From an optimization exercise on the open Yosys and OpenROAD flow, aimed at small area and a short achievable clock period; shortcuts taken in it are not production practice.
Where RTL was checked, it was by simulation tests only, not by an equivalence proof against the original.
Function not checked in runs 3 to 7: the RTL went through the layout flow alone.
In run 7 the design's own scripts or RTL, not TritonCTS, make the clock network.
The flow treats the clock pin as an ideal source. Dropping or thinning the clock tree relies on that and would not hold on a real chip.
Power figures rest on the tool's default switching activity, not on a simulated workload.

==> design/flow/design.v <==
`timescale 1ns / 1ps
module FIFO_Project(clk, resetn, soft_reset, read_enb, write_enb, data_in,
                    data_out, valid, full);
input clk, resetn, soft_reset, read_enb, write_enb;
input [7:0] data_in;
output reg [7:0] data_out;
output reg valid;    
output reg full;
reg [3:0] write_ptr;
reg [3:0] read_ptr;
reg [7:0] fifo [0:15];
wire clr = !resetn || soft_reset;
wire wr  = write_enb && !full;
wire rd  = read_enb && valid;
always @(posedge clk)
    if (wr)
        fifo[write_ptr] <= data_in;
always @(posedge clk)
    if (clr)
        write_ptr <= 4'd0;
    else if (wr)
        write_ptr <= write_ptr + 4'd1;
always @(posedge clk)
    if (clr) begin
        data_out <= 8'd0;
        read_ptr <= 4'd0;
    end else if (rd) begin
        data_out <= fifo[read_ptr];
        read_ptr <= read_ptr + 4'd1;
    end
always @(posedge clk)
    if (clr) begin
        valid <= 1'b0;
        full  <= 1'b0;
    end else if (wr && !rd) begin
        valid <= 1'b1;
        full  <= (write_ptr + 4'd1) == read_ptr;
    end else if (rd && !wr) begin
        valid <= (read_ptr + 4'd1) != write_ptr;
        full  <= 1'b0;
    end
endmodule
`timescale 1ns / 1ps
module Synchronizer_Project(clk, resetn, valid, read_enb, soft_reset);
input clk, resetn, valid, read_enb;
output reg soft_reset;
reg [4:0] cnt;
always @(posedge clk)
    if (!resetn || !valid || read_enb) begin
        cnt <= 5'd0;
        soft_reset <= 1'b0;
    end else if (cnt == 5'd29) begin
        cnt <= 5'd0;
        soft_reset <= 1'b1;
    end else begin
        cnt <= cnt + 5'd1;
        soft_reset <= 1'b0;
    end
endmodule
`timescale 1ns / 1ps
module FSM_Project(clk, resetn, soft_reset, pkt_valid, addr_in, empty_in,
                   fifo_full, parity_done, low_pkt_valid, addr,
                   detect_add, lfd_state, ld_state, lp_state, cpe_state,
                   full_state, laf_state, busy);
input clk, resetn, soft_reset, pkt_valid;
input [1:0] addr_in;
input [2:0] empty_in;
input fifo_full, parity_done, low_pkt_valid;
output reg [1:0] addr;
output detect_add, lfd_state, ld_state, lp_state, cpe_state, full_state, laf_state;
output reg busy;
localparam decode_address     = 3'b000,
           load_first_data    = 3'b001,
           load_data          = 3'b010,
           load_parity        = 3'b011,
           check_parity_error = 3'b100,
           fifo_full_state    = 3'b101,
           load_after_full    = 3'b110,
           wait_till_empty    = 3'b111;
reg [2:0] state, next_state;
wire [3:0] empty4 = {1'b0, empty_in};
wire hdr_ok     = pkt_valid && (addr_in != 2'd3);
wire hdr_empty  = empty4[addr_in];
wire addr_empty = empty4[addr];
always @(*) begin
    case (state)
    decode_address:     next_state = !hdr_ok ? decode_address :
                                     hdr_empty ? load_first_data : wait_till_empty;
    load_first_data:    next_state = load_data;
    load_data:          next_state = fifo_full ? fifo_full_state :
                                     !pkt_valid ? load_parity : load_data;
    load_parity:        next_state = check_parity_error;
    check_parity_error: next_state = fifo_full ? fifo_full_state : decode_address;
    fifo_full_state:    next_state = fifo_full ? fifo_full_state : load_after_full;
    load_after_full:    next_state = parity_done ? decode_address :
                                     low_pkt_valid ? load_parity : load_data;
    default:            next_state = addr_empty ? load_first_data : wait_till_empty;
    endcase
end
always @(posedge clk)
    if (!resetn || soft_reset) begin
        state <= decode_address;
        busy  <= 1'b0;
    end else begin
        state <= next_state;
        busy  <= !(next_state == decode_address || next_state == load_data);
    end
always @(posedge clk)
    if (state == decode_address)
        addr <= addr_in;
assign detect_add = state == decode_address;
assign lfd_state  = state == load_first_data;
assign ld_state   = state == load_data;
assign lp_state   = state == load_parity;
assign cpe_state  = state == check_parity_error;
assign full_state = state == fifo_full_state;
assign laf_state  = state == load_after_full;
endmodule
`timescale 1ns / 1ps
module Register_Project(input clk, resetn, pkt_valid,
                        input [7:0] data_in,
                        input fifo_full, detect_add, ld_state, laf_state, lfd_state, cpe_state,
                        output reg err, parity_done, low_pkt_valid,
                        output reg [7:0] data_out);
reg [7:0] hold_header_byte, fifo_full_state_byte, internal_parity, packet_parity_byte;
always @(posedge clk)
    if (!resetn)
        parity_done <= 1'b0;
    else if (ld_state && !fifo_full && !pkt_valid)
        parity_done <= 1'b1;
    else if (laf_state && low_pkt_valid && !parity_done)
        parity_done <= 1'b1;
    else if (detect_add)
        parity_done <= 1'b0;
always @(posedge clk)
    if (!resetn)
        low_pkt_valid <= 1'b0;
    else if (ld_state && !pkt_valid)
        low_pkt_valid <= 1'b1;
    else if (cpe_state)
        low_pkt_valid <= 1'b0;
always @(posedge clk)
    if (resetn && detect_add && pkt_valid)
        hold_header_byte <= data_in;
always @(posedge clk)
    if (resetn && ld_state && fifo_full)
        fifo_full_state_byte <= data_in;
always @(posedge clk)
    if (!resetn)
        data_out <= 8'd0;
    else if (lfd_state)
        data_out <= hold_header_byte;
    else if (ld_state && !fifo_full)
        data_out <= data_in;
    else if (laf_state)
        data_out <= fifo_full_state_byte;
always @(posedge clk)
    if (!resetn)
        internal_parity <= 8'd0;
    else if (lfd_state)
        internal_parity <= internal_parity ^ hold_header_byte;
    else if (ld_state && pkt_valid)
        internal_parity <= internal_parity ^ data_in;
    else if (detect_add)
        internal_parity <= 8'd0;
always @(posedge clk)
    if (!resetn)
        packet_parity_byte <= 8'd0;
    else if (ld_state && !pkt_valid)
        packet_parity_byte <= data_in;
always @(posedge clk)
    if (!resetn)
        err <= 1'b0;
    else if (parity_done)
        err <= internal_parity != packet_parity_byte;
endmodule
`timescale 1ns / 1ps
module Router_Top_Level_1x3(clock,resetn,read_enb_0,read_enb_1,read_enb_2,data_in,pkt_valid,data_out_0,data_out_1,data_out_2,valid_out_0,valid_out_1,valid_out_2,error,busy);
input clock,resetn,read_enb_0,read_enb_1,read_enb_2,pkt_valid;
input [7:0] data_in;
output valid_out_0,valid_out_1,valid_out_2,error,busy;
output [7:0] data_out_0,data_out_1,data_out_2;
wire [2:0] soft_reset, valid, full, read_enb;
wire [7:0] reg_out;
wire [1:0] addr;
wire detect_add, lfd_state, ld_state, lp_state, cpe_state, full_state, laf_state;
wire parity_done, low_pkt_valid;
assign read_enb = {read_enb_2, read_enb_1, read_enb_0};
assign valid_out_0 = valid[0];
assign valid_out_1 = valid[1];
assign valid_out_2 = valid[2];
wire [3:0] full4 = {1'b0, full};
wire fifo_full = full4[addr];
wire write_enb_reg = ld_state || lp_state || laf_state;
wire [2:0] write_enb = {3{write_enb_reg}} & {addr == 2'd2, addr == 2'd1, addr == 2'd0};
FIFO_Project fifo_0(.clk(clock), .resetn(resetn), .soft_reset(soft_reset[0]),
                    .read_enb(read_enb_0), .write_enb(write_enb[0]), .data_in(reg_out),
                    .data_out(data_out_0), .valid(valid[0]), .full(full[0]));
FIFO_Project fifo_1(.clk(clock), .resetn(resetn), .soft_reset(soft_reset[1]),
                    .read_enb(read_enb_1), .write_enb(write_enb[1]), .data_in(reg_out),
                    .data_out(data_out_1), .valid(valid[1]), .full(full[1]));
FIFO_Project fifo_2(.clk(clock), .resetn(resetn), .soft_reset(soft_reset[2]),
                    .read_enb(read_enb_2), .write_enb(write_enb[2]), .data_in(reg_out),
                    .data_out(data_out_2), .valid(valid[2]), .full(full[2]));
Synchronizer_Project sync_0(.clk(clock), .resetn(resetn), .valid(valid[0]),
                            .read_enb(read_enb_0), .soft_reset(soft_reset[0]));
Synchronizer_Project sync_1(.clk(clock), .resetn(resetn), .valid(valid[1]),
                            .read_enb(read_enb_1), .soft_reset(soft_reset[1]));
Synchronizer_Project sync_2(.clk(clock), .resetn(resetn), .valid(valid[2]),
                            .read_enb(read_enb_2), .soft_reset(soft_reset[2]));
FSM_Project fsm0(.clk(clock), .resetn(resetn), .soft_reset(|soft_reset),
                 .pkt_valid(pkt_valid), .addr_in(data_in[1:0]), .empty_in(~valid),
                 .fifo_full(fifo_full), .parity_done(parity_done), .low_pkt_valid(low_pkt_valid),
                 .addr(addr), .detect_add(detect_add), .lfd_state(lfd_state), .ld_state(ld_state),
                 .lp_state(lp_state), .cpe_state(cpe_state), .full_state(full_state),
                 .laf_state(laf_state), .busy(busy));
Register_Project register(.clk(clock), .resetn(resetn), .pkt_valid(pkt_valid), .data_in(data_in),
                          .fifo_full(fifo_full), .detect_add(detect_add), .ld_state(ld_state),
                          .laf_state(laf_state), .lfd_state(lfd_state), .cpe_state(cpe_state),
                          .err(error), .parity_done(parity_done), .low_pkt_valid(low_pkt_valid),
                          .data_out(reg_out));
endmodule
==> design/flow/run.sh <==
#!/bin/bash
# synth_recipe.tcl (not shown) runs the flow's synth.tcl, then flattens the netlist and writes it again
# the make line also repeats each setting of config.mk as NAME=value (left out here)
make -C /OpenROAD-flow-scripts/flow DESIGN_CONFIG=/design/flow/config.mk WORK_HOME=/design/flow/orfs CLKGATE_MAP_FILE= SYNTH_SCRIPT=/design/flow/synth_recipe.tcl finish
==> design/flow/config.mk <==
export PLATFORM = sky130hd
export DESIGN_NAME = Router_Top_Level_1x3
export DESIGN_NICKNAME = Router_Top_Level_1x3
export VERILOG_FILES = /design/flow/design.v
export SDC_FILE = /design/flow/constraint.sdc
export NUM_CORES = 4
export LEC_CHECK = 0
export CAP_MARGIN = 20
export CORE_MARGIN = 2
export CORE_UTILIZATION = 40
export SLEW_MARGIN = 20
==> design/flow/constraint.sdc <==
create_clock -name core_clock -period 5.0 [get_ports {clock}]
set_input_delay 1.0000 -clock core_clock [delete_from_list [all_inputs] [get_ports {clock}]]
set_output_delay 1.0000 -clock core_clock [all_outputs]
set_load 0.01 [all_outputs]
==> impl_metrics.tcl, run 1 <==
set metrics [dict create \
    grt_use_met2_pct 26.8 \
    drt-total-wl_mm 42.0 \
    worst_pin_slew_ns 1.09 \
    fmax_mhz 317 \
    synth_enable_flop_cells 402 \
    finalSetupTns_ns 0 \
    postSynth.asyncResetShare_pct 0 \
    port_buffers 42 \
    power.leakage_nw 7.51 \
    postSynthAreaPerCell_um2 16.6 \
    finalPower_mw 9.80 \
    synth_fp_nets 1262 \
    clock_skew_ns 0.0246 \
    cts_resized 0 \
    cts_buffers 52 \
    clk_pin_slew_ns 0.06 \
    yosys.area.top_type "edfxtp_1" \
    antenna_cells 0 \
    grt_pass1_wl_mm 65.1 \
    grt_util_met3_pct 2.39 \
    die_area_um2 52700 \
    die_x_um 230 \
    clock_sinks 505 \
    required_ns 5.21 \
    drc 0 \
    antenna_found_initial 0 \
    start_kind "flip-flop" \
    period_minus_slack_ns 3.15 \
    drtIter0Drc 730 \
    ys_seq_area_share_pct 69.5 \
    drt_pre_antenna_iters 5 \
    synth_top_cells_by_count "edfxtp_1, dfxtp_1, nor2_1" \
    slew-limit-headroom_pct 27.2 \
    hold_buffers 0 \
    dp_hpwl_mm 26.2 \
    grt_pass1_vias 10900 \
    yosysMostFrequentCell "edfxtp_1" \
    finalCritPeriodShare_pct 63.0 \
    cts_htree_levels 2 \
    insertion_delay_ns 0.60 \
    vdd.ir_drop.worst_mv 0.257 \
    layout_setup_ws_ns 1.85 \
    rsz0062_at_grt "no" \
    synth_top_area_share_pct 59.3 \
    cts_setup_buffers 0 \
    fillers 4283 \
    power_density_nw_per_um2 422 \
    detail-route-antenna-nets 0 \
    critPathMaxFanout 18 \
    grt_max_degree 50 \
    root_buffer "clkbuf_16" \
    status "no timing/DRC/antenna violations" \
    core_area_um2 50200 \
    pre_cts_ws_ns 1.48 \
    synth_ff_type "edfxtp_1" \
    setup_violations 0 \
    ys_top_cells_by_area "edfxtp_1, dfxtp_1, mux4_2, nor2_1, xor2_1" \
    fin_area_um2 23300 \
    hold_class "reg2reg" \
    ios 43 \
    die_y_um 230 \
    crit_type "reg2reg" \
    nets 1318 \
    use_met1_pct 21.7 \
    viasPerCell 5.31 \
    num_vias 10600 \
    grt_usage_pct 16.1 \
    start_util_pct 40.5 \
    syn_area_um2 20300 \
    drive_gt1_share_pct 18.5 \
    arrival_ns 3.36 \
    rows 82 \
    area_growth_pct 14.3 \
    clk_path_buf_depth 3 \
    grt_overflow 0 \
    wire_per_inst_um 21.1 \
    synth-seq-cells 505 \
    gp_congestion 0.791 \
    drv_slew 0 \
    placement.cell_area_um2 21500 \
    synthCells 1224 \
    hold_viol_final 0 \
    grt-busiest-layer "met2" \
    yosysWarnings 4 \
    endpoint_kind "flip-flop" \
    cts_tree "built" \
    maxCapViolations 0 \
    synth.distinct_cells 61 \
]
==> path summary, 6_finish.rpt <==
check                        to  slack [ns]  depth (start not counted)          start
max reg2reg  fifo_1.fifo[10][5]        1.85                          5  fsm0.state[1]
min reg2reg       sync_0.cnt[0]        0.47                          1  sync_0.cnt[0]
max          fifo_1.fifo[10][5]        1.85                          5  fsm0.state[1]
min               sync_0.cnt[0]        0.47                          1  sync_0.cnt[0]
==> metrics by stage <==
stage | std cells | hold slack, ns | util, %
after floorplan | 1224 | 0.433 | -
after global placement | 1897 | 0.446 | 42.8
after detailed placement | 1897 | 0.457 | 42.8
after CTS | 1993 | 0.475 | 46.3
after global routing | 1994 | 0.491 | 46.4
final | 1994 | 0.472 | 46.4
==> routing by layer <==
layer / share of wire [%] / vias to the layer above
li1: - / 4924
met1: 45 / 5385
met2: 49 / 215
met3: 3.5 / 69
met4: 2.5 / 0
met5: 0 / -
==> final cells by class <==
cell class	instances	area (µm²)	area share, %
sequential	505	14200	60.8
multi-input combinational	641	5840	25.1
clock buffer	72	1540	6.62
tap	672	841	3.62
timing repair buffer	63	598	2.57
clock inverter	24	228	0.979
inverter	17	63.8	0.274
==> registers in the layout, summed over array words and instances (netlist names), 5 cells and up <==
name and cells:
fifo_0.data_out 8, fifo_0.fifo 128, fifo_1.data_out 8, fifo_1.fifo 128
fifo_2.data_out 8, fifo_2.fifo 128, register.data_out 8, register.fifo_full_state_byte 8
register.hold_header_byte 8, register.internal_parity 8, register.packet_parity_byte 8, sync_0.cnt 5
sync_1.cnt 5, sync_2.cnt 5
==> worst max-delay path, cell delays in order (launching register included) <==
cell	delay, ns
dfxtp_1	0.67
a21boi_0	0.68
buf_4	0.28
and2_1	0.29
nand2_1	0.20
nor2_1	0.66
==> placed cells by master, fill, tap and decap left out, drive strengths merged, types with 5 or more instances in the layout <==
cell type / netlist / routed
mux2i: 28 / 28
clkinv: 0 / 16
buf: 37 / 21
xnor2: 24 / 24
nand4: 7 / 7
and2: 7 / 7
nor2: 91 / 91
a221o: 21 / 21
mux4: 87 / 87
dfxtp: 103 / 103
or3: 12 / 12
clkbuf: 24 / 72
nand3: 29 / 29
and3: 6 / 6
o2bb2ai: 8 / 8
o21ai: 19 / 19
a21boi: 17 / 17
nor4b: 5 / 5
ha: 24 / 24
o221a: 8 / 8
nand2b: 17 / 17
nor2b: 9 / 9
nand2: 47 / 47
xor2: 36 / 36
clkdlybuf4s50: 0 / 42
a21oi: 24 / 24
mux2: 24 / 24
inv: 17 / 20
a22o: 21 / 21
nor3: 20 / 20
edfxtp: 402 / 402
nor4: 6 / 6
==> power breakdown <==
part,switching (mW),internal [mW]
Combinational,0.305,0.265
Sequential,0.407,4.91
Clock,1.57,2.35
==> kinds of logic after synthesis <==
kind of cell               after synthesis  synth area share (%)
DFF                                    505                  69.5
adders and majority gates               24                  1.48
AOI/OAI and AO/OA                      146                  5.60
muxes                                  139                  12.4
and+or+nand+nor                        272                  6.67
buffers and inverters                   78                  1.83
xor gates and xnor gates                60                  2.58
==> inputs of run 2 (changes only) <==
--- a/design/flow/config.mk
+++ b/design/flow/config.mk
@@ -8,4 +8,6 @@
 export CAP_MARGIN = 20
 export CORE_MARGIN = 2
-export CORE_UTILIZATION = 40
+export CORE_UTILIZATION = 55
+export PLACE_DENSITY = 0.65
+export SETUP_SLACK_MARGIN = 3.0
 export SLEW_MARGIN = 20
==> impl_metrics.tcl, run 2 <==
set metrics [dict create \
    status "no timing/DRC/antenna violations" \
    clock_sinks 505 \
    yosysWarnings 4 \
    num_vias 10800 \
    crit_buf_inv 1 \
    antenna_found_initial 0 \
    p_clk_share_pct 38.1 \
    die_y_um 196 \
    required_ns 4.00 \
    detail-route-antenna-nets 0 \
    fmax_mhz 486 \
    clock_skew_ns 0.0144 \
    endpoint_kind "output pin" \
    ys_seq_area_share_pct 69.5 \
    reg2reg_depth 7 \
    hold_viol_final 0 \
    r2r-end "fifo_0.full" \
    grt_overflow 0 \
    drive_gt1_share_pct 32.4 \
    min_to "sync_2.cnt[0]" \
    gp_congestion 0.791 \
    drc 0 \
    yosys.area.top_type "edfxtp_1" \
    ios 43 \
    final_cell_mix "edfxtp_1, mux4_2, dfxtp_1" \
    min_from "sync_2.cnt[0]" \
    rows 70 \
    antenna_cells 0 \
    setup_violations 0 \
    yosysMostFrequentCell "edfxtp_1" \
    synth_top_cells_by_count "edfxtp_1, dfxtp_1, nor2_1" \
    drt-total-wl_mm 42.5 \
    start_kind "flip-flop" \
    cts_buffers 50 \
    r2r_slack_ns 2.94 \
    finalCritPeriodShare_pct 41.2 \
    clk_path_buf_depth 3 \
    root_buffer "clkbuf_16" \
    max_stage_delay_ns 0.39 \
    arrival_ns 1.06 \
    synth_enable_flop_cells 402 \
    cts_tree "built" \
    pwr-share-comb_pct 7.3 \
    crit_family "flip-flops" \
    synth.distinct_cells 61 \
    start_util_pct 55.7 \
    power_density_nw_per_um2 402 \
    die_x_um 196 \
    core_area_um2 36500 \
    layout_setup_ws_ns 2.94 \
    port_buffers 42 \
    dp_hpwl_mm 25.5 \
    power.switching_mw 2.31 \
    period_minus_slack_ns 2.06 \
    pre_cts_ws_ns 1.72 \
    grt_usage_pct 22.5 \
    synth_fp_nets 1262 \
    p_int_mw 7.44 \
    drv_slew 0 \
    swShare_pct 23.7 \
    synth-seq-cells 505 \
    grt_max_degree 50 \
    postSynthAreaPerCell_um2 16.6 \
    min_path_cells 1 \
    area_growth_pct 19.4 \
    hold_class "reg2reg" \
    worst_pin_slew_ns 1.10 \
    cts_htree_levels 2 \
    grt_pass1_wl_mm 65.2 \
    power.leakage_nw 7.94 \
    wire_per_inst_um 23.2 \
    cp_cell_sequence "buf_6" \
    crit_slowest_cell "dfxtp_4" \
    nets 1360 \
    synth_top_area_share_pct 59.3 \
    die_area_um2 38500 \
    crit_type "reg2out" \
    top_regs "fifo_0.fifo x128, fifo_1.fifo x128, fifo_2.fifo x128" \
    ys_top_cells_by_area "edfxtp_1, dfxtp_1, mux4_2, nor2_1, xor2_1" \
    slew-limit-headroom_pct 26.4 \
    grt_pass1_vias 10900 \
    mostFrequentLayoutCell "edfxtp_1" \
    syn_area_um2 20300 \
    synth_ff_type "edfxtp_1" \
    synthCells 1224 \
    seq_power_share_pct 54.6 \
    rsz0062_at_grt "yes" \
    insertion_delay_ns 0.57 \
    r2r_start "fsm0.addr[0]" \
    finalSetupTns_ns 0 \
    drtIter0Drc 589 \
    vdd.ir_drop.worst_mv 0.272 \
    postSynth.asyncResetShare_pct 0 \
    drt_pre_antenna_iters 4 \
    clk_pin_slew_ns 0.06 \
    maxCapViolations 0 \
    viasPerCell 5.90 \
    hold_buffers 0 \
    critPathMaxFanout 2 \
]
==> run 2: cell count changes in the layout (fill, tap and decap cells not counted), moves of 15 or more <==
cell,previous run,this run
dfxtp_2,12,35
clkdlybuf4s50_1,42,6
nor2_4,0,36
nor3_1,20,1
buf_12,0,15
dfxtp_1,90,54
nor2_1,91,52
buf_4,20,43
nor3_4,0,18
buf_6,0,32
==> run 2: through the flow <==
| stage | std cells | cell area [µm²] | util (%) | hold slack [ns] | total power, mW |
|---|---|---|---|---|---|
| 6_report | 1831 | 24300 | 66.5 | 0.466 | 9.75 |
| 5_1_grt | 1831 | 24300 | 66.5 | 0.500 | 10.1 |
| 4_1_cts | 1821 | 24100 | 65.9 | 0.471 | 9.79 |
| 3_5_place_dp | 1679 | 21500 | 58.8 | 0.455 | 5.98 |
| 3_3_place_gp | 1679 | 21500 | 58.8 | 0.448 | 5.96 |
| 2_1_floorplan | 1224 | 20700 | - | 0.433 | 5.62 |
==> run 2: cell type report <==
type,count,area [µm²]
clock buffer,74,1470
clock inverter,19,176
fill,2470,12200
inverter,17,76.3
multi-input combinational,641,6550
sequential,505,14200
tap,468,586
timing repair buffer,107,1200
==> run 2: layer usage <==
metal	up-vias	track usage, %	share of wire (%)
li1	5018	-	-
met2	243	36.7	49
met5	-	0	0
met4	0	6.59	2.4
met3	70	3.21	4.4
met1	5475	32.0	44
==> run 2: cell families after synthesis <==
| kind of cell | count (synthesis) | synth area share (%) |
|---|---|---|
| flip-flops | 505 | 69.5 |
| XOR/XNOR | 60 | 2.58 |
| AND/OR/NAND/NOR | 272 | 6.67 |
| adder cells (fa/ha/maj) | 24 | 1.48 |
| multiplexers | 139 | 12.4 |
| AO/OA/AOI/OAI | 146 | 5.60 |
| buffers and inverters | 78 | 1.83 |
==> run 2: worst max-delay path by stage <==
| stage | startpoint | cells past startpoint | end | slack (ns) |
|---|---|---|---|---|
| global route | fsm0.addr[0] | 7 | fifo_0.full | 2.88 |
| finish | fifo_0.valid | 1 | valid_out_0 | 2.94 |
| detailed placement | resetn | 5 | fifo_0.data_out[3] | 1.72 |
| floorplan | read_enb_0 | 7 | fifo_0.full | 2.77 |
| CTS | fifo_0.valid | 1 | valid_out_0 | 2.92 |
| global placement | resetn | 5 | fifo_0.data_out[3] | 1.78 |
==> run 2: what timing repair did <==
item,CTS,global route
setup buffers,49,10
gates cloned,0,0
setup endpoints to repair,505,319
resized for setup,270,27
pin swaps,20,12
==> run 2: power by group through the flow <==
| stage | registers, mW | logic, mW | clock network, mW |
|---|---|---|---|
| 2_1_floorplan | 5.18 | 0.444 | 0 |
| 3_3_place_gp | 5.42 | 0.540 | 0 |
| 3_5_place_dp | 5.43 | 0.546 | 0 |
| 4_1_cts | 5.32 | 0.684 | 3.78 |
| 5_1_grt | 5.37 | 0.770 | 3.95 |
| 6_report | 5.32 | 0.711 | 3.72 |
==> inputs of run 3 (changes only) <==
--- a/design/flow/design.v
+++ b/design/flow/design.v
@@ -21,4 +21,12 @@
     else if (wr)
         write_ptr <= write_ptr + 4'd1;
+wire [15:0] rsel = 16'd1 << read_ptr;
+reg [7:0] rdata;
+integer k;
+always @(*) begin
+    rdata = 8'd0;
+    for (k = 0; k < 16; k = k + 1)
+        rdata = rdata | (fifo[k] & {8{rsel[k]}});
+end
 always @(posedge clk)
     if (clr) begin
@@ -26,5 +34,5 @@
         read_ptr <= 4'd0;
     end else if (rd) begin
-        data_out <= fifo[read_ptr];
+        data_out <= rdata;
         read_ptr <= read_ptr + 4'd1;
     end
@@ -50,9 +58,9 @@
         cnt <= 5'd0;
         soft_reset <= 1'b0;
-    end else if (cnt == 5'd29) begin
+    end else if (cnt == 5'b11000) begin
         cnt <= 5'd0;
         soft_reset <= 1'b1;
     end else begin
-        cnt <= cnt + 5'd1;
+        cnt <= {cnt[3:0], ~(cnt[4] ^ cnt[2])};
         soft_reset <= 1'b0;
     end
@@ -123,5 +131,5 @@
                         output reg err, parity_done, low_pkt_valid,
                         output reg [7:0] data_out);
-reg [7:0] hold_header_byte, fifo_full_state_byte, internal_parity, packet_parity_byte;
+reg [7:0] fifo_full_state_byte, internal_parity, packet_parity_byte;
 always @(posedge clk)
     if (!resetn)
@@ -141,23 +149,14 @@
         low_pkt_valid <= 1'b0;
 always @(posedge clk)
-    if (resetn && detect_add && pkt_valid)
-        hold_header_byte <= data_in;
-always @(posedge clk)
     if (resetn && ld_state && fifo_full)
         fifo_full_state_byte <= data_in;
 always @(posedge clk)
-    if (!resetn)
-        data_out <= 8'd0;
-    else if (lfd_state)
-        data_out <= hold_header_byte;
-    else if (ld_state && !fifo_full)
+    if ((detect_add && pkt_valid) || (ld_state && !fifo_full))
         data_out <= data_in;
     else if (laf_state)
         data_out <= fifo_full_state_byte;
 always @(posedge clk)
-    if (!resetn)
-        internal_parity <= 8'd0;
-    else if (lfd_state)
-        internal_parity <= internal_parity ^ hold_header_byte;
+    if (lfd_state)
+        internal_parity <= data_out;
     else if (ld_state && pkt_valid)
         internal_parity <= internal_parity ^ data_in;
@@ -165,7 +164,5 @@
         internal_parity <= 8'd0;
 always @(posedge clk)
-    if (!resetn)
-        packet_parity_byte <= 8'd0;
-    else if (ld_state && !pkt_valid)
+    if (ld_state && !pkt_valid)
         packet_parity_byte <= data_in;
 always @(posedge clk)
--- a/design/flow/config.mk
+++ b/design/flow/config.mk
@@ -9,4 +9,6 @@
 export CORE_MARGIN = 2
 export CORE_UTILIZATION = 55
+export CTS_CLUSTER_DIAMETER = 100
+export CTS_CLUSTER_SIZE = 30
 export PLACE_DENSITY = 0.65
 export SETUP_SLACK_MARGIN = 3.0
==> impl_metrics.tcl, run 3 <==
set metrics [dict create \
    cts_buffers 20 \
    period_minus_slack_ns 2.06 \
    start_util_pct 56.0 \
    drive_gt1_share_pct 24.6 \
    grt_util_met3_pct 2.80 \
    finalSetupTns_ns 0 \
    reg2reg_depth 8 \
    critPathMaxFanout 2 \
    drt-total-wl_mm 50.5 \
    drt_pre_antenna_iters 5 \
    synth_enable_flop_cells 418 \
    crit_family "flip-flops" \
    grt_pass1_wl_mm 75.5 \
    detail-route-antenna-nets 0 \
    use_met1_pct 37.9 \
    grt_pass1_vias 12000 \
    antenna_cells 0 \
    insertion_delay_ns 0.55 \
    crit_slowest_cell "dfxtp_4" \
    cp.depth 1 \
    fin_area_um2 23600 \
    arrival_ns 1.06 \
    wire_per_inst_um 25.6 \
    rows 69 \
    die_area_um2 37700 \
    ios 43 \
    gp_congestion 0.857 \
    cts_tree "built" \
    status "no timing/DRC/antenna violations" \
    setup_violations 0 \
    hold_viol_final 0 \
    ys_seq_area_share_pct 71.0 \
    grt_overflow 0 \
    vdd.ir_drop.worst_mv 0.269 \
    nets 1548 \
    endpoint_kind "output pin" \
    die_y_um 194 \
    synth-seq-cells 497 \
    clk_path_buf_depth 3 \
    final_core_util_pct 66.4 \
    grt_usage_pct 26.3 \
    worst_pin_slew_ns 1.09 \
    postSynth.asyncResetShare_pct 0 \
    synthCells 1406 \
    start_kind "flip-flop" \
    power.leakage_nw 7.69 \
    final_cell_mix "edfxtp_1, nand2_1, buf_4" \
    clock_sinks 497 \
    power_density_nw_per_um2 320 \
    cp_cell_sequence "buf_6" \
    area_growth_pct 18.6 \
    num_vias 12500 \
    syn_area_um2 19900 \
    dp_hpwl_mm 29.2 \
    grt-busiest-layer "met2" \
    yosysMostFrequentCell "edfxtp_1" \
    holdWs_ns 0.433 \
    die_x_um 194 \
    synth_ff_type "edfxtp_1" \
    finalPower_mw 7.55 \
    synth_fp_nets 1453 \
    drv_slew 0 \
    grt_use_met2_pct 42.8 \
    grt_max_degree 50 \
    ys_top_cells_by_area "edfxtp_1, dfxtp_1, ha_1, nand2_1, a22oi_1" \
    synth_top_area_share_pct 63.0 \
    top_regs "fifo_0.fifo x128, fifo_1.fifo x128, fifo_2.fifo x128" \
    clock_skew_ns 0.0195 \
    synth.distinct_cells 66 \
    mostFrequentLayoutCell "edfxtp_1" \
    cts_htree_levels 1 \
    maxCapViolations 0 \
    port_buffers 42 \
    drc 0 \
    finalCritPeriodShare_pct 41.2 \
    slew-limit-headroom_pct 26.4 \
    crit_type "reg2out" \
    root_buffer "clkbuf_16" \
    viasPerCell 6.33 \
    core_area_um2 35600 \
    yosys.area.top_type "edfxtp_1" \
    hold_class "reg2reg" \
    antenna_found_initial 0 \
    rsz0062_at_grt "yes" \
    fmax_mhz 485 \
    clk_pin_slew_ns 0.12 \
    drtIter0Drc 1243 \
    max_stage_delay_ns 0.40 \
    synth_top_cells_by_count "edfxtp_1, nand2_1, nor2_1" \
    required_ns 4.00 \
    min_path_cells 2 \
    crit_buf_inv 1 \
    yosysWarnings 4 \
    postSynthAreaPerCell_um2 14.2 \
    placement.cell_area_um2 20900 \
]
run 3: final cells by class:
cell class / count / area [µm²]
tap: 461 / 577
fill: 2518 / 11900
multi-input combinational: 798 / 6290
timing repair buffer: 158 / 1800
sequential: 497 / 14200
clock inverter: 2 / 17.5
inverter: 26 / 121
clock buffer: 34 / 574
run 3: cell families (layout without fill, tap and decap cells):
family,after synthesis,in the layout,synth area share (%)
compound gates,343,343,12.2
xor+xnor,59,59,2.60
fa+ha+maj,33,33,2.07
buf+inv,111,220,2.16
flops,497,497,71.0
mux,33,33,1.85
simple gates,330,330,8.11
run 3: final timing paths:
| check | end | startpoint | slack (ns) |
|---|---|---|---|
| max | valid_out_1 | fifo_1.valid | 2.94 |
| min | sync_1.cnt[4] | sync_1.cnt[3] | 0.43 |
| max reg2reg | fifo_0.data_out[6] | fifo_0.read_ptr[0] | 3.01 |
| min reg2reg | sync_1.cnt[4] | sync_1.cnt[3] | 0.43 |
run 3: per-stage QoR:
| step | instances | setup slack (ns) |
|---|---|---|
| 4_1_cts | 1939 | 2.79 |
| 3_5_place_dp | 1846 | 1.76 |
| 3_3_place_gp | 1846 | 1.86 |
| 2_1_floorplan | 1406 | 2.84 |
| 5_1_grt | 1976 | 2.91 |
| 6_report | 1976 | 2.94 |
run 3: per-layer routing:
| layer | vias up | wire [µm] |
|---|---|---|
| met3 | 84 | 3640 |
| met1 | 6275 | 21100 |
| met4 | 0 | 1540 |
| li1 | 5619 | - |
| met2 | 532 | 24200 |
| met5 | - | 0 |
run 3: power by group:
part / internal (mW) / switching (mW) / leakage [nW]
sequential: 4.69 / 0.0705 / 4.45
clock: 0.806 / 1.20 / 0.283
combinational: 0.277 / 0.504 / 2.95
total: 5.78 / 1.77 / 7.69
run 3: repair_timing:
item	in CTS	in global routing
cloned	2	0
gates resized for setup	351	70
setup buffers	55	37
pin swaps	34	28
endpoints found under the setup margin	509	354
hold buffers	0	0
==> inputs of run 4 (changes only) <==
--- a/design/flow/config.mk
+++ b/design/flow/config.mk
@@ -8,8 +8,6 @@
 export CAP_MARGIN = 20
 export CORE_MARGIN = 2
-export CORE_UTILIZATION = 55
-export CTS_CLUSTER_DIAMETER = 100
-export CTS_CLUSTER_SIZE = 30
-export PLACE_DENSITY = 0.65
+export CORE_UTILIZATION = 70
+export PLACE_DENSITY = 0.78
 export SETUP_SLACK_MARGIN = 3.0
 export SLEW_MARGIN = 20
==> impl_metrics.tcl, run 4 <==
set metrics [dict create \
    grt_pass1_wl_mm 80.6 \
    vdd.ir_drop.worst_mv 0.450 \
    syn_area_um2 19900 \
    pwr-share-comb_pct 9.1 \
    finalCritPeriodShare_pct 41.9 \
    clock_skew_ns 0.0178 \
    finalSetupTns_ns 0 \
    ys_seq_area_share_pct 71.0 \
    worst_pin_slew_ns 1.13 \
    synth_compound_area_share_pct 12.2 \
    hold_viol_final 0 \
    required_ns 4.00 \
    synthCells 1406 \
    grt_pass1_vias 13500 \
    period_minus_slack_ns 2.10 \
    setup_violations 0 \
    core_area_um2 27900 \
    fmax_mhz 477 \
    root_buffer "clkbuf_16" \
    top_regs "fifo_0.fifo x128, fifo_1.fifo x128, fifo_2.fifo x128" \
    crit_slowest_cell "dfxtp_4" \
    hold_class "reg2reg" \
    yosysMostFrequentCell "edfxtp_1" \
    drv_slew 0 \
    p_clk_share_pct 37.3 \
    synth_fa_ha_area_share_pct 2.07 \
    die_y_um 173 \
    endpoint_kind "output pin" \
    clk_path_buf_depth 3 \
    area_growth_pct 22.6 \
    cts_htree_levels 2 \
    die_area_um2 29800 \
    arrival_ns 1.10 \
    drc 0 \
    crit_family "flip-flops" \
    cts_buffers 47 \
    power.leakage_nw 8.12 \
    reg2reg_depth 7 \
    yosys.area.top_type "edfxtp_1" \
    grt_overflow 0 \
    final_core_util_pct 87.6 \
    swShare_pct 23.6 \
    highest_layer "met4" \
    start_util_pct 71.5 \
    synth_top_family_by_area "compound AO/OA/AOI/OAI gates" \
    cts_tree "built" \
    gp_congestion 0.887 \
    rows 61 \
    yosysWarnings 4 \
    max_stage_delay_ns 0.42 \
    viasPerCell 7.21 \
    crit_buf_inv 1 \
    synth_enable_flop_cells 418 \
    min_path_cells 2 \
    dp_hpwl_mm 28.3 \
    antenna_cells 0 \
    nets 1584 \
    grt_max_degree 50 \
    seq_power_share_pct 53.6 \
    wl_met3_mm 6.97 \
    status "no timing/DRC/antenna violations" \
    wire_per_inst_um 29.6 \
    die_x_um 173 \
    drt_pre_antenna_iters 8 \
    drt-total-wl_mm 57.7 \
    detail-route-antenna-nets 0 \
    synth-xor-area-share_pct 2.60 \
    maxCapViolations 0 \
    port_buffers 42 \
    clk_pin_slew_ns 0.06 \
    synthSimpleGateAreaFrac_pct 8.11 \
    synth_ff_type "edfxtp_1" \
    synth_fp_nets 1453 \
    power_density_nw_per_um2 367 \
    holdWs_ns 0.430 \
    ys_top_cells_by_area "edfxtp_1, dfxtp_1, ha_1, nand2_1, a22oi_1" \
    critPathMaxFanout 6 \
    num_vias 14100 \
    grt_usage_pct 35.6 \
    postSynthAreaPerCell_um2 14.2 \
    mostFrequentLayoutCell "edfxtp_1" \
    muxShareOfSynthArea_pct 1.85 \
    drtIter0Drc 2573 \
    finalPower_mw 8.96 \
    clock_sinks 497 \
    ios 43 \
    synth_top_cells_by_count "edfxtp_1, nand2_1, nor2_1" \
    crit_type "reg2out" \
    final_cell_mix "edfxtp_1, nand2_1, buf_4" \
    p_int_mw 6.85 \
    slew-limit-headroom_pct 24.9 \
    power.switching_mw 2.12 \
    cp.depth 1 \
    pre_cts_ws_ns 1.66 \
    met1Wirelength_mm 19.7 \
    drive_gt1_share_pct 27.1 \
    antenna_found_initial 1 \
    dr_wl_met2_mm 27.5 \
    postSynth.asyncResetShare_pct 0 \
    insertion_delay_ns 0.55 \
    synth-seq-cells 497 \
    start_kind "flip-flop" \
    synth.distinct_cells 66 \
    rsz0062_at_grt "yes" \
    layout_setup_ws_ns 2.90 \
    cp_cell_sequence "buf_6" \
    synth_top_area_share_pct 63.0 \
    fillers 1132 \
]
[run 4: cell counts after synthesis]
No cell type changed its count.
[run 4: final timing paths]
path | from | slack, ns | to
worst max-delay path | fifo_1.valid | 2.90 | valid_out_1
worst min-delay path | sync_2.cnt[3] | 0.43 | sync_2.cnt[4]
worst max register to register | fsm0.addr[0] | 2.91 | fifo_0.full
worst min register to register | sync_2.cnt[3] | 0.43 | sync_2.cnt[4]
[run 4: cell type report]
class | instances | area [µm²] | area share [%]
Clock buffer | 62 | 1270 | 5.22
Clock inverter | 22 | 133 | 0.543
Inverter | 26 | 136 | 0.559
Multi-Input combinational cell | 798 | 6300 | 25.8
Sequential cell | 497 | 14200 | 58.3
Tap cell | 378 | 473 | 1.94
Timing Repair Buffer | 167 | 1860 | 7.62
[run 4: metrics by stage]
step                cell area (µm²)  instances
floorplan                     20100       1406
global placement              20800       1761
detailed placement            20800       1761
CTS                           23600       1907
global route                  24400       1950
finish                        24400       1950
[run 4: layer usage]
| layer | track usage (%) | vias to the layer above |
|---|---|---|
| li1 | - | 5712 |
| met1 | 48.0 | 6837 |
| met2 | 57.8 | 1202 |
| met3 | 6.99 | 305 |
| met4 | 14.6 | 0 |
| met5 | 0 | - |
[run 4: power groups by stage]
stage               registers, mW  clock network [mW]  logic, mW
CTS                          4.80                3.30      0.692
floorplan                    4.91                   0      0.301
finish                       4.80                3.35      0.812
global route                 4.81                3.47      0.845
global placement             4.88                   0      0.586
detailed placement           4.89                   0      0.602
[run 4: kinds of logic after synthesis]
kind of cell	after synthesis
and+or+nand+nor	330
muxes	33
buffers and inverters	111
DFF	497
xor gates and xnor gates	59
AOI/OAI and AO/OA	343
adders and majority gates	33
[run 4: repair_timing]
action	in CTS	in global routing
buffers inserted	59	40
hold buffers	0	0
gates resized for setup	342	88
cloned	3	3
pin swaps	39	37
endpoints found under the setup margin	509	389
==> inputs of run 5 (changes only) <==
--- a/design/flow/design.v
+++ b/design/flow/design.v
@@ -37,15 +37,10 @@
         read_ptr <= read_ptr + 4'd1;
     end
-always @(posedge clk)
-    if (clr) begin
-        valid <= 1'b0;
-        full  <= 1'b0;
-    end else if (wr && !rd) begin
-        valid <= 1'b1;
-        full  <= (write_ptr + 4'd1) == read_ptr;
-    end else if (rd && !wr) begin
-        valid <= (read_ptr + 4'd1) != write_ptr;
-        full  <= 1'b0;
-    end
+wire last_one = (read_ptr + 4'd1) == write_ptr;
+wire last_gap = (write_ptr + 4'd1) == read_ptr;
+always @(posedge clk) begin
+    valid <= !clr && (wr || (valid && !(read_enb && last_one)));
+    full  <= !clr && !(read_enb && valid) && (wr ? last_gap : full);
+end
 endmodule
 `timescale 1ns / 1ps
--- a/design/flow/config.mk
+++ b/design/flow/config.mk
@@ -8,6 +8,8 @@
 export CAP_MARGIN = 20
 export CORE_MARGIN = 2
-export CORE_UTILIZATION = 70
-export PLACE_DENSITY = 0.78
-export SETUP_SLACK_MARGIN = 3.0
+export CORE_UTILIZATION = 55
+export CTS_CLUSTER_DIAMETER = 100
+export CTS_CLUSTER_SIZE = 30
+export PLACE_DENSITY = 0.65
+export SETUP_SLACK_MARGIN = 2.9
 export SLEW_MARGIN = 20
==> impl_metrics.tcl, run 5 <==
set metrics [dict create \
    synthCells 1385 \
    postSynthAreaPerCell_um2 14.3 \
    start_kind "flip-flop" \
    yosys.area.top_type "edfxtp_1" \
    postSynth.asyncResetShare_pct 0 \
    synth_fp_nets 1429 \
    clock_skew_ns 0.0219 \
    area_growth_pct 13.4 \
    root_buffer "clkbuf_16" \
    synth_top_area_share_pct 63.3 \
    placement.cell_area_um2 20700 \
    clock_sinks 497 \
    drive_gt1_share_pct 20.3 \
    grt_overflow 0 \
    grt_pass1_wl_mm 73.0 \
    crit_slowest_cell "dfxtp_4" \
    antenna_found_initial 0 \
    power_density_nw_per_um2 347 \
    layout_setup_ws_ns 2.94 \
    power.leakage_nw 7.24 \
    grt_pass1_vias 11700 \
    yosysWarnings 4 \
    synth.distinct_cells 62 \
    synth_enable_flop_cells 418 \
    die_y_um 194 \
    cts_tree "built" \
    cp_cell_sequence "buf_6" \
    rows 69 \
    synth-seq-cells 497 \
    hold_viol_final 0 \
    viasPerCell 6.37 \
    num_vias 12200 \
    grt_usage_pct 25.4 \
    ys_top_cells_by_area "edfxtp_1, dfxtp_1, ha_1, xor2_1, nand2_1" \
    dp_hpwl_mm 28.7 \
    clk_pin_slew_ns 0.11 \
    finalCritPeriodShare_pct 41.2 \
    required_ns 4.00 \
    rsz0062_at_grt "yes" \
    gp_congestion 0.819 \
    crit_type "reg2out" \
    finalSetupTns_ns 0 \
    fin_area_um2 22500 \
    start_util_pct 55.7 \
    syn_area_um2 19800 \
    cts_buffers 20 \
    grt_max_degree 50 \
    pre_cts_ws_ns 1.77 \
    max_stage_delay_ns 0.39 \
    endpoint_kind "output pin" \
    fmax_mhz 485 \
    mostFrequentLayoutCell "edfxtp_1" \
    final_core_util_pct 63.2 \
    drtIter0Drc 1248 \
    drt-total-wl_mm 48.6 \
    nets 1485 \
    die_x_um 194 \
    setup_violations 0 \
    maxCapViolations 0 \
    antenna_cells 0 \
    detail-route-antenna-nets 0 \
    period_minus_slack_ns 2.06 \
    holdWs_ns 0.433 \
    wire_per_inst_um 25.3 \
    worst_pin_slew_ns 1.13 \
    top_regs "fifo_0.fifo x128, fifo_1.fifo x128, fifo_2.fifo x128" \
    core_area_um2 35600 \
    ys_seq_area_share_pct 71.3 \
    final_cell_mix "edfxtp_1, nand2_1, a21oi_1" \
    fillers 2629 \
    vdd.ir_drop.worst_mv 0.302 \
    insertion_delay_ns 0.55 \
    critPathMaxFanout 2 \
    synth_top_cells_by_count "edfxtp_1, nand2_1, nor2_1" \
    hold_class "reg2reg" \
    drv_slew 0 \
    crit_family "flip-flops" \
    yosysMostFrequentCell "edfxtp_1" \
    die_area_um2 37600 \
    status "no timing/DRC/antenna violations" \
    clk_path_buf_depth 3 \
    port_buffers 42 \
    drc 0 \
    ios 43 \
    cts_htree_levels 1 \
    synth_ff_type "edfxtp_1" \
    arrival_ns 1.06 \
    hold_buffers 0 \
    crit_buf_inv 1 \
    slew-limit-headroom_pct 24.8 \
    drt_pre_antenna_iters 5 \
]
## run 5: area by class of cell
cell class | count | area, µm² | area share [%]
Clock inverter | 1 | 16.3 | 0.0723
Tap cell | 461 | 577 | 2.57
Sequential cell | 497 | 14200 | 63.2
Inverter | 22 | 87.6 | 0.390
Clock buffer | 35 | 578 | 2.57
Timing Repair Buffer | 121 | 1150 | 5.10
Multi-Input combinational cell | 779 | 5860 | 26.1
## run 5: metal layers
layer / global-route usage, % / wire length (µm) / share of wire [%] / up-vias
met2: 41.8 / 23500 / 48 / 573
met5: 0 / 0 / 0 / -
met1: 36.1 / 20200 / 42 / 6087
met4: 6.99 / 1350 / 2.8 / 0
met3: 2.99 / 3500 / 7.2 / 79
li1: - / - / - / 5474
## run 5: logic make-up (layout without fill, tap and decap cells)
family | Yosys count | after routing | synth area share (%)
AO/OA/AOI/OAI | 341 | 341 | 12.5
XOR/XNOR | 58 | 58 | 2.56
adder cells (fa/ha/maj) | 30 | 30 | 1.89
buffers and inverters | 109 | 179 | 2.35
flip-flops | 497 | 497 | 71.3
multiplexers | 32 | 32 | 1.73
AND/OR/NAND/NOR | 318 | 318 | 7.66
## run 5: final timing paths
check,startpoint,end,slack [ns],cells past startpoint
setup / recovery,fifo_1.valid,valid_out_1,2.94,1
hold / removal,sync_0.cnt[3],sync_0.cnt[4],0.43,2
setup reg to reg,fifo_2.read_ptr[0],fifo_2.data_out[1],2.94,7
hold reg to reg,sync_0.cnt[3],sync_0.cnt[4],0.43,2
## run 5: through the flow
stage	power, mW	instances
2_1_floorplan	5.43	1385
3_3_place_gp	5.79	1824
3_5_place_dp	5.80	1824
4_1_cts	7.78	1902
5_1_grt	8.03	1916
6_report	7.79	1916
## run 5: worst reg2reg max path, stage by stage, from the launching register on
cell      delay, ns
dfxtp_4        0.37
buf_4          0.15
ha_1           0.26
ha_4           0.26
a222oi_1       0.41
a31oi_1        0.21
a21oi_1        0.19
a21oi_1        0.08
## run 5: what timing repair did
action,in CTS,in global routing
gates cloned,0,1
pin swaps,28,13
setup endpoints to repair,466,318
setup buffers,42,13
resized for setup,290,48
## run 5: power by group
| group | switching (mW) | internal, mW | total [mW] | leakage [nW] |
|---|---|---|---|---|
| logic | 0.584 | 0.258 | 0.842 | 2.51 |
| registers | 0.122 | 4.81 | 4.93 | 4.45 |
| clock network | 1.21 | 0.809 | 2.02 | 0.282 |
| total | 1.92 | 5.88 | 7.79 | 7.24 |
==> inputs of run 6 (changes only) <==
--- a/design/flow/config.mk
+++ b/design/flow/config.mk
@@ -12,4 +12,4 @@
 export CTS_CLUSTER_SIZE = 30
 export PLACE_DENSITY = 0.65
-export SETUP_SLACK_MARGIN = 2.9
+export SETUP_SLACK_MARGIN = 2.7
 export SLEW_MARGIN = 20
==> impl_metrics.tcl, run 6 <==
set metrics [dict create \
    status "no timing/DRC/antenna violations" \
    met1Wirelength_mm 20.4 \
    synth_top_area_share_pct 63.3 \
    power.leakage_nw 6.95 \
    yosys.area.top_type "edfxtp_1" \
    yosysMostFrequentCell "edfxtp_1" \
    finalSetupTns_ns 0 \
    crit_type "reg2reg" \
    wire_per_inst_um 25.4 \
    min_from "sync_0.cnt[3]" \
    synth_top_cells_by_count "edfxtp_1, nand2_1, nor2_1" \
    reg2reg_depth 5 \
    nets 1448 \
    mostFrequentLayoutCell "edfxtp_1" \
    placement.cell_area_um2 20700 \
    core_area_um2 35600 \
    root_buffer "clkbuf_16" \
    synth-seq-cells 497 \
    dp_hpwl_mm 29.3 \
    viasPerCell 6.41 \
    cts_tree "built" \
    hold_class "reg2reg" \
    num_vias 12000 \
    top_regs "fifo_0.fifo x128, fifo_1.fifo x128, fifo_2.fifo x128" \
    ff_latch_area_um2 14200 \
    synth_enable_flop_cells 418 \
    antenna_found_initial 2 \
    endpoint "fifo_1.fifo[7][0]" \
    synthCells 1385 \
    rsz0062_at_grt "yes" \
    start_kind "flip-flop" \
    critPathMaxFanout 8 \
    cts_buffers 20 \
    drt-total-wl_mm 47.7 \
    synth_fp_nets 1429 \
    vdd.ir_drop.worst_mv 0.280 \
    pre_cts_ws_ns 2.10 \
    port_buffers 42 \
    fmax_mhz 432 \
    grt_usage_pct 25.2 \
    dr_wl_met2_mm 23.1 \
    yosysWarnings 4 \
    r2r-end "fifo_1.fifo[7][0]" \
    drive_gt1_share_pct 12.0 \
    power_density_nw_per_um2 358 \
    drt_pre_antenna_iters 5 \
    arrival_ns 2.51 \
    fin_area_um2 21700 \
    fin_cells 1878 \
    drtIter0Drc 1370 \
    ys_top_cells_by_area "edfxtp_1, dfxtp_1, ha_1, xor2_1, nand2_1" \
    worst_pin_slew_ns 0.829 \
    postSynthAreaPerCell_um2 14.3 \
    detail-route-antenna-nets 0 \
    startpoint "fsm0.addr[1]" \
    ios 43 \
    period_minus_slack_ns 2.31 \
    r2r_start "fsm0.addr[1]" \
    r2r_slack_ns 2.69 \
    layout_setup_ws_ns 2.69 \
    die_x_um 194 \
    antenna_cells 0 \
    wl_met3_mm 3.26 \
    synth.distinct_cells 62 \
    clock_sinks 497 \
    synth_ff_type "edfxtp_1" \
    dp_cells 1836 \
    grt_pass1_vias 11800 \
    rows 69 \
    insertion_delay_ns 0.55 \
    finalCritPeriodShare_pct 46.2 \
    grt_pass1_wl_mm 73.0 \
    fillers 2783 \
    syn_area_um2 19800 \
    grt_overflow 0 \
    multi_input_area_um2 5530 \
    endpoint_kind "flip-flop" \
    maxCapViolations 0 \
    gp_congestion 0.841 \
    area_growth_pct 9.23 \
    highest_layer "met5" \
    ys_seq_area_share_pct 71.3 \
    required_ns 5.20 \
    start_util_pct 55.7 \
    die_y_um 194 \
    die_area_um2 37600 \
    slew-limit-headroom_pct 44.7 \
    clk_pin_slew_ns 0.11 \
    setup_violations 0 \
    clock_skew_ns 0.0181 \
    hold_viol_final 0 \
    grt_max_degree 50 \
    clk_path_buf_depth 3 \
    drv_slew 0 \
    drc 0 \
    postSynth.asyncResetShare_pct 0 \
    cts_htree_levels 1 \
    final_cell_mix "edfxtp_1, nand2_1, dfxtp_1" \
]
[run 6: cell counts after synthesis]
Identical to the previous run, type by type.
[run 6: cell families (layout without fill, tap and decap cells)]
family,after synthesis,in the layout,share of synthesized area (%)
simple gates,318,318,7.66
compound gates,341,341,12.5
buf+inv,109,141,2.35
mux,32,32,1.73
xor+xnor,58,58,2.56
flops,497,497,71.3
fa+ha+maj,30,30,1.89
[run 6: worst min-delay path by stage]
stage                          endpoint  depth (start not counted)
after CTS                 sync_0.cnt[4]                          2
final                     sync_0.cnt[4]                          2
after global placement    sync_2.cnt[4]                          2
after global routing      sync_2.cnt[4]                          2
after detailed placement  sync_0.cnt[4]                          2
after floorplan           sync_0.cnt[4]                          2
[run 6: layout make-up]
class	instances	share of cell area [%]
inverter	22	0.416
tap	461	2.66
clock inverter	1	0.0751
multi-input combinational	779	25.5
sequential	497	65.4
clock buffer	34	2.65
timing repair buffer	84	3.26
[run 6: per-layer routing]
metal	up-vias	track usage [%]
li1	5400	-
met1	6103	36.7
met2	468	41.3
met3	65	2.84
met4	2	5.84
met5	-	0
[run 6: critical path, stage by stage, from the launching register on]
cell	delay, ns
edfxtp_1	0.53
a21o_1	0.26
nor4_4	0.27
buf_4	0.18
nand2_1	0.19
nor2_2	0.52
[run 6: where the power goes]
part	internal, mW	leakage (nW)	total (mW)	switching [mW]
clock network	0.808	0.281	2.03	1.22
registers	4.81	4.43	4.92	0.109
logic	0.229	2.24	0.801	0.573
total	5.85	6.95	7.75	1.90
[run 6: per-stage QoR]
step / hold slack [ns] / util [%] / total power, mW
after floorplan: 0.405 / - / 5.43
after global placement: 0.411 / 58.2 / 5.78
after detailed placement: 0.425 / 58.2 / 5.81
after CTS: 0.440 / 60.5 / 7.77
after global routing: 0.455 / 60.9 / 7.99
final: 0.439 / 60.9 / 7.75
[run 6: repair_timing]
item / in CTS / in global routing
hold buffers: 0 / 0
setup buffers: 5 / 1
resized for setup: 111 / 30
endpoints found under the setup margin: 374 / 229
pin swaps: 4 / 2
==> inputs of run 7 (changes only) <==
==> design/flow/flow/run.sh (new file) <==
#!/bin/bash
# Standard ORFS layout, except that the clock tree is a hand-built two-level
# inverter tree (flow/cts_hook.tcl) instead of TritonCTS's buffer H-tree.
set -euo pipefail
work=$(pwd)
bash standard.sh PRE_CTS_TCL="$work/flow/cts_hook.tcl" finish > "$work/standard.log" 2>&1
==> design/flow/flow/cts_hook.tcl (new file) <==
proc cell_out { master } {
  foreach mt [$master getMTerms] {
    if {[$mt getIoType] eq "OUTPUT"} { return [$mt getName] }
  }
}
proc build_clock_tree { rows cols leaf_master root_master } {
  set db [ord::get_db]
  set block [ord::get_db_block]
  set clk [$block findNet clock]
  set sinks {}
  foreach it [$clk getITerms] {
    set bb [[$it getInst] getBBox]
    lappend sinks [list $it [expr {([$bb xMin] + [$bb xMax]) / 2}] [expr {([$bb yMin] + [$bb yMax]) / 2}]]
  }
  set n [llength $sinks]
  set lm [$db findMaster $leaf_master]
  set rm [$db findMaster $root_master]
  set lo [cell_out $lm]
  set ro [cell_out $rm]
  set nroot [expr {($rows > 1 ? 2 : 1) * ($cols > 1 ? 2 : 1)}]
  for {set q 0} {$q < $nroot} {incr q} {
    set rootnet($q) [odb::dbNet_create $block clknet_root_$q]
    $rootnet($q) setSigType CLOCK
    set qx($q) 0; set qy($q) 0; set qn($q) 0
  }
  set sinks [lsort -integer -index 2 $sinks]
  set i 0
  for {set r 0} {$r < $rows} {incr r} {
    set row [lsort -integer -index 1 [lrange $sinks [expr {$r * $n / $rows}] [expr {($r + 1) * $n / $rows - 1}]]]
    set m [llength $row]
    for {set c 0} {$c < $cols} {incr c} {
      set g [lrange $row [expr {$c * $m / $cols}] [expr {($c + 1) * $m / $cols - 1}]]
      set gx 0; set gy 0
      foreach s $g { incr gx [lindex $s 1]; incr gy [lindex $s 2] }
      set gx [expr {$gx / [llength $g]}]
      set gy [expr {$gy / [llength $g]}]
      set q [expr {($rows > 1 && $r >= $rows / 2 ? 2 : 0) + ($cols > 1 && $c >= $cols / 2 ? 1 : 0)}]
      if {$nroot == 2 && $rows == 1} { set q [expr {$c >= $cols / 2}] }
      incr qx($q) $gx; incr qy($q) $gy; incr qn($q)
      set buf [odb::dbInst_create $block $lm clkbuf_leaf_$i]
      set net [odb::dbNet_create $block clknet_leaf_$i]
      $net setSigType CLOCK
      $buf setLocation [expr {$gx - [$lm getWidth] / 2}] [expr {$gy - [$lm getHeight] / 2}]
      $buf setPlacementStatus PLACED
      [$buf findITerm A] connect $rootnet($q)
      [$buf findITerm $lo] connect $net
      foreach s $g {
        set it [lindex $s 0]
        $it disconnect
        $it connect $net
      }
      incr i
    }
  }
  for {set q 0} {$q < $nroot} {incr q} {
    set root [odb::dbInst_create $block $rm clkbuf_root_$q]
    set cx [expr {$qx($q) / $qn($q)}]; set cy [expr {$qy($q) / $qn($q)}]
    $root setLocation [expr {$cx - [$rm getWidth] / 2}] [expr {$cy - [$rm getHeight] / 2}]
    $root setPlacementStatus PLACED
    [$root findITerm A] connect $clk
    [$root findITerm $ro] connect $rootnet($q)
  }
  puts "clock tree: $n sinks, $i leaves, $nroot roots"
}

# Sourced by ORFS cts.tcl as PRE_CTS_TCL: the clock tree is built by
# build_clock_tree above in place of TritonCTS; the rest of cts.tcl (legalizing,
# timing repair) runs unchanged. The tree has no inverter that
# repair_clock_inverters should clone, so that step is skipped.
rename repair_clock_inverters orfs_repair_clock_inverters
proc repair_clock_inverters { args } {}
rename clock_tree_synthesis orfs_clock_tree_synthesis
proc clock_tree_synthesis { args } {
  build_clock_tree 4 6 sky130_fd_sc_hd__clkinv_8 sky130_fd_sc_hd__clkinv_16
  set_propagated_clock [all_clocks]
}
==> design/flow/standard.sh (new file) <==
#!/bin/bash
# synth_recipe.tcl (not shown) runs the flow's synth.tcl, then flattens the netlist and writes it again
# the make line also repeats each setting of config.mk as NAME=value (left out here)
make -C /OpenROAD-flow-scripts/flow DESIGN_CONFIG=/design/flow/config.mk WORK_HOME=/design/flow/orfs CLKGATE_MAP_FILE= SYNTH_SCRIPT=/design/flow/synth_recipe.tcl "${@:-finish}"
--- a/design/flow/config.mk
+++ b/design/flow/config.mk
@@ -9,7 +9,5 @@
 export CORE_MARGIN = 2
 export CORE_UTILIZATION = 55
-export CTS_CLUSTER_DIAMETER = 100
-export CTS_CLUSTER_SIZE = 30
 export PLACE_DENSITY = 0.65
-export SETUP_SLACK_MARGIN = 2.7
+export SETUP_SLACK_MARGIN = 3.2
 export SLEW_MARGIN = 20
removed: design/flow/run.sh
==> impl_metrics.tcl, run 7 <==
set metrics [dict create \
    startpoint "fsm0.addr[0]" \
    crit_type "reg2reg" \
    final_cell_mix "edfxtp_1, buf_4, nand2_1" \
    holdWs_ns 0.427 \
    hold_class "reg2reg" \
    antenna_cells 0 \
    drtIter0Drc 1375 \
    grt_pass1_wl_mm 78.2 \
    cp_cell_sequence "buf_6, nor4_4, buf_6, nand2_8, nor3_4, buf_12" \
    crit_slowest_cell "edfxtp_1" \
    clock_skew_ns 0.0195 \
    grt_usage_pct 27.2 \
    arrival_ns 1.88 \
    power.switching_mw 2.18 \
    wire_per_inst_um 26.5 \
    die_x_um 194 \
    ios 43 \
    critPathMaxFanout 8 \
    postSynth.asyncResetShare_pct 0 \
    finalCritPeriodShare_pct 39.0 \
    drc 0 \
    synth.distinct_cells 62 \
    num_vias 13000 \
    power_density_nw_per_um2 308 \
    gp_congestion 0.806 \
    power.leakage_nw 8.14 \
    postSynthAreaPerCell_um2 14.3 \
    vdd.ir_drop.worst_mv 0.298 \
    drt_pre_antenna_iters 5 \
    port_buffers 42 \
    endpoint_kind "flip-flop" \
    period_minus_slack_ns 1.95 \
    dp_cells 1822 \
    fillers 2322 \
    insertion_delay_ns 0.21 \
    drive_gt1_share_pct 31.4 \
    p_int_mw 5.47 \
    core_area_um2 35600 \
    ys_seq_area_share_pct 71.3 \
    endpoint "fifo_0.fifo[0][3]" \
    grt_max_degree 51 \
    drv_slew 0 \
    layout_setup_ws_ns 3.05 \
    grt_pass1_vias 12600 \
    seq_power_share_pct 63.9 \
    synth_enable_flop_cells 418 \
    dr_wl_met2_mm 25.7 \
    worst_pin_slew_ns 0.731 \
    die_area_um2 37600 \
    syn_area_um2 19800 \
    yosys.area.top_type "edfxtp_1" \
    antenna_found_initial 0 \
    crit_top_cell "buf_6" \
    grt_overflow 0 \
    r2r-end "fifo_0.fifo[0][3]" \
    rows 69 \
    p_clk_share_pct 21.8 \
    max_stage_delay_ns 0.47 \
    r2r_slack_ns 3.05 \
    hold_viol_final 0 \
    status "no timing/DRC/antenna violations" \
    fin_area_um2 24800 \
    rsz0062_at_grt "yes" \
    dp_hpwl_mm 28.1 \
    ys_top_cells_by_area "edfxtp_1, dfxtp_1, ha_1, xor2_1, nand2_1" \
    mostFrequentLayoutCell "edfxtp_1" \
    yosysMostFrequentCell "edfxtp_1" \
    yosysWarnings 4 \
    maxCapViolations 0 \
    synth_ff_type "edfxtp_1" \
    area_growth_pct 25.2 \
    synth_fp_nets 1429 \
    finalSetupTns_ns 0 \
    synth_top_area_share_pct 63.3 \
    r2r_start "fsm0.addr[0]" \
    fin_cells 2017 \
    detail-route-antenna-nets 0 \
    required_ns 4.93 \
    highest_layer "met4" \
    viasPerCell 6.44 \
    fmax_mhz 513 \
    clk_pin_slew_ns 0.09 \
    pre_cts_ws_ns 1.91 \
    synthCells 1385 \
    nets 1602 \
    die_y_um 194 \
    slew-limit-headroom_pct 51.1 \
    placement.cell_area_um2 20900 \
    reg2reg_depth 6 \
    synth_top_cells_by_count "edfxtp_1, nand2_1, nor2_1" \
    swShare_pct 28.5 \
    met1Wirelength_mm 21.9 \
    setup_violations 0 \
    wl_met3_mm 4.37 \
    top_regs "fifo_0.fifo x128, fifo_1.fifo x128, fifo_2.fifo x128" \
    start_util_pct 55.7 \
    drt-total-wl_mm 53.4 \
    synth-seq-cells 497 \
    pwr-share-comb_pct 14.3 \
    start_kind "flip-flop" \
]
-- run 7: cell counts after synthesis --
No cell type changed its count.
-- run 7: final cells by class --
cell class	instances	area, µm²	area share [%]
Sequential cell	497	14200	57.3
Tap cell	461	577	2.32
Multi-Input combinational cell	781	6580	26.5
Inverter	50	618	2.49
Timing Repair Buffer	228	2840	11.4
-- run 7: worst max-delay path: cells and delay by family, from the launching register on --
kind / cells / cell delay [ns]
AND/OR/NAND/NOR: 3 / 0.60
buffers and inverters: 3 / 0.58
flip-flops: 1 / 0.47
-- run 7: metrics by stage --
stage               utilization [%]  power, mW
finish                         69.8       7.65
detailed placement             58.8       5.82
floorplan                         -       5.47
global placement               58.8       5.80
CTS                            67.5       7.57
global route                   69.8       7.89
-- run 7: how the worst min path moves through the flow --
stage | start | to | slack, ns | cells past startpoint
finish | sync_0.cnt[3] | sync_0.cnt[4] | 0.43 | 2
global placement | sync_0.cnt[3] | sync_0.cnt[4] | 0.41 | 2
global route | sync_2.cnt[3] | sync_2.cnt[4] | 0.47 | 2
floorplan | sync_0.cnt[3] | sync_0.cnt[4] | 0.41 | 2
detailed placement | sync_0.cnt[3] | sync_0.cnt[4] | 0.42 | 2
CTS | sync_0.cnt[3] | sync_0.cnt[4] | 0.43 | 2
-- run 7: power groups by stage --
| stage | Clock [mW] | Combinational (mW) | Sequential (mW) |
|---|---|---|---|
| 2_1_floorplan | 0 | 0.388 | 5.08 |
| 3_3_place_gp | 0 | 0.815 | 4.98 |
| 3_5_place_dp | 0 | 0.831 | 4.99 |
| 4_1_cts | 1.69 | 0.989 | 4.88 |
| 5_1_grt | 1.84 | 1.16 | 4.90 |
| 6_report | 1.67 | 1.09 | 4.89 |
-- run 7: timing repair --
item,CTS,global route
pin swaps,108,76
gates cloned,12,0
hold buffers,0,0
setup buffers,112,43
gates resized for setup,371,117
setup endpoints to repair,540,429
-- run 7: kinds of logic after synthesis --
logic type | after synthesis | share of synthesized area [%]
flip-flops | 497 | 71.3
AO/OA/AOI/OAI | 341 | 12.5
AND/OR/NAND/NOR | 318 | 7.66
buffers and inverters | 109 | 2.35
XOR/XNOR | 58 | 2.56
multiplexers | 32 | 1.73
adder cells (fa/ha/maj) | 30 | 1.89
-- run 7: per-layer routing --
layer,track usage (%),vias to the layer above
li1,-,5723
met1,39.1,6552
met2,44.1,623
met3,3.74,88
met4,7.13,0
met5,0,-

## port drivers added, routing unchanged
The results above use ideal ports. As a check the final layouts listed here were re-extracted and re-timed, cells and wires unchanged. Step 1, drivers: a clkbuf_16 drives clock and a buf_2 each remaining input, both assumed. Step 2 also shifts input and output timing later by t, the mid clock arrival at the registers, as if the neighbouring blocks saw the same clock. Slacks: no drivers / after step 1 / after step 2; pairs: no drivers / after step 1.
| run | t, ns | setup WS [ns] | worst setup path after step 2 | slew at the worst register clock pin (ns) | cell pins on the clock port's net |
|---|---|---|---|---|---|
| run 1 | 0.637 | 1.848 / 1.848 / 1.447 | input to register | 0.06 / 0.06 | 1 |
| run 2 | 0.613 | 2.942 / 2.890 / 2.415 | input to register | 0.06 / 0.06 | 1 |
| run 3 | 0.596 | 2.939 / 2.884 / 2.477 | input to register | 0.12 / 0.12 | 1 |
| run 4 | 0.597 | 2.904 / 2.852 / 2.506 | input to register | 0.07 / 0.07 | 1 |
| run 5 | 0.599 | 2.939 / 2.884 / 2.332 | input to register | 0.12 / 0.12 | 1 |
| run 6 | 0.595 | 2.688 / 2.688 / 2.195 | input to register | 0.12 / 0.12 | 1 |
| run 7 | 0.456 | 3.052 / 2.961 / 2.825 | input to register | 0.09 / 0.09 | 4 |
After both steps every run listed still meets setup and hold. For run 5, which loses most, drivers alone change the setup slack by -0.055 ns; drivers and shift together by -0.607 ns.
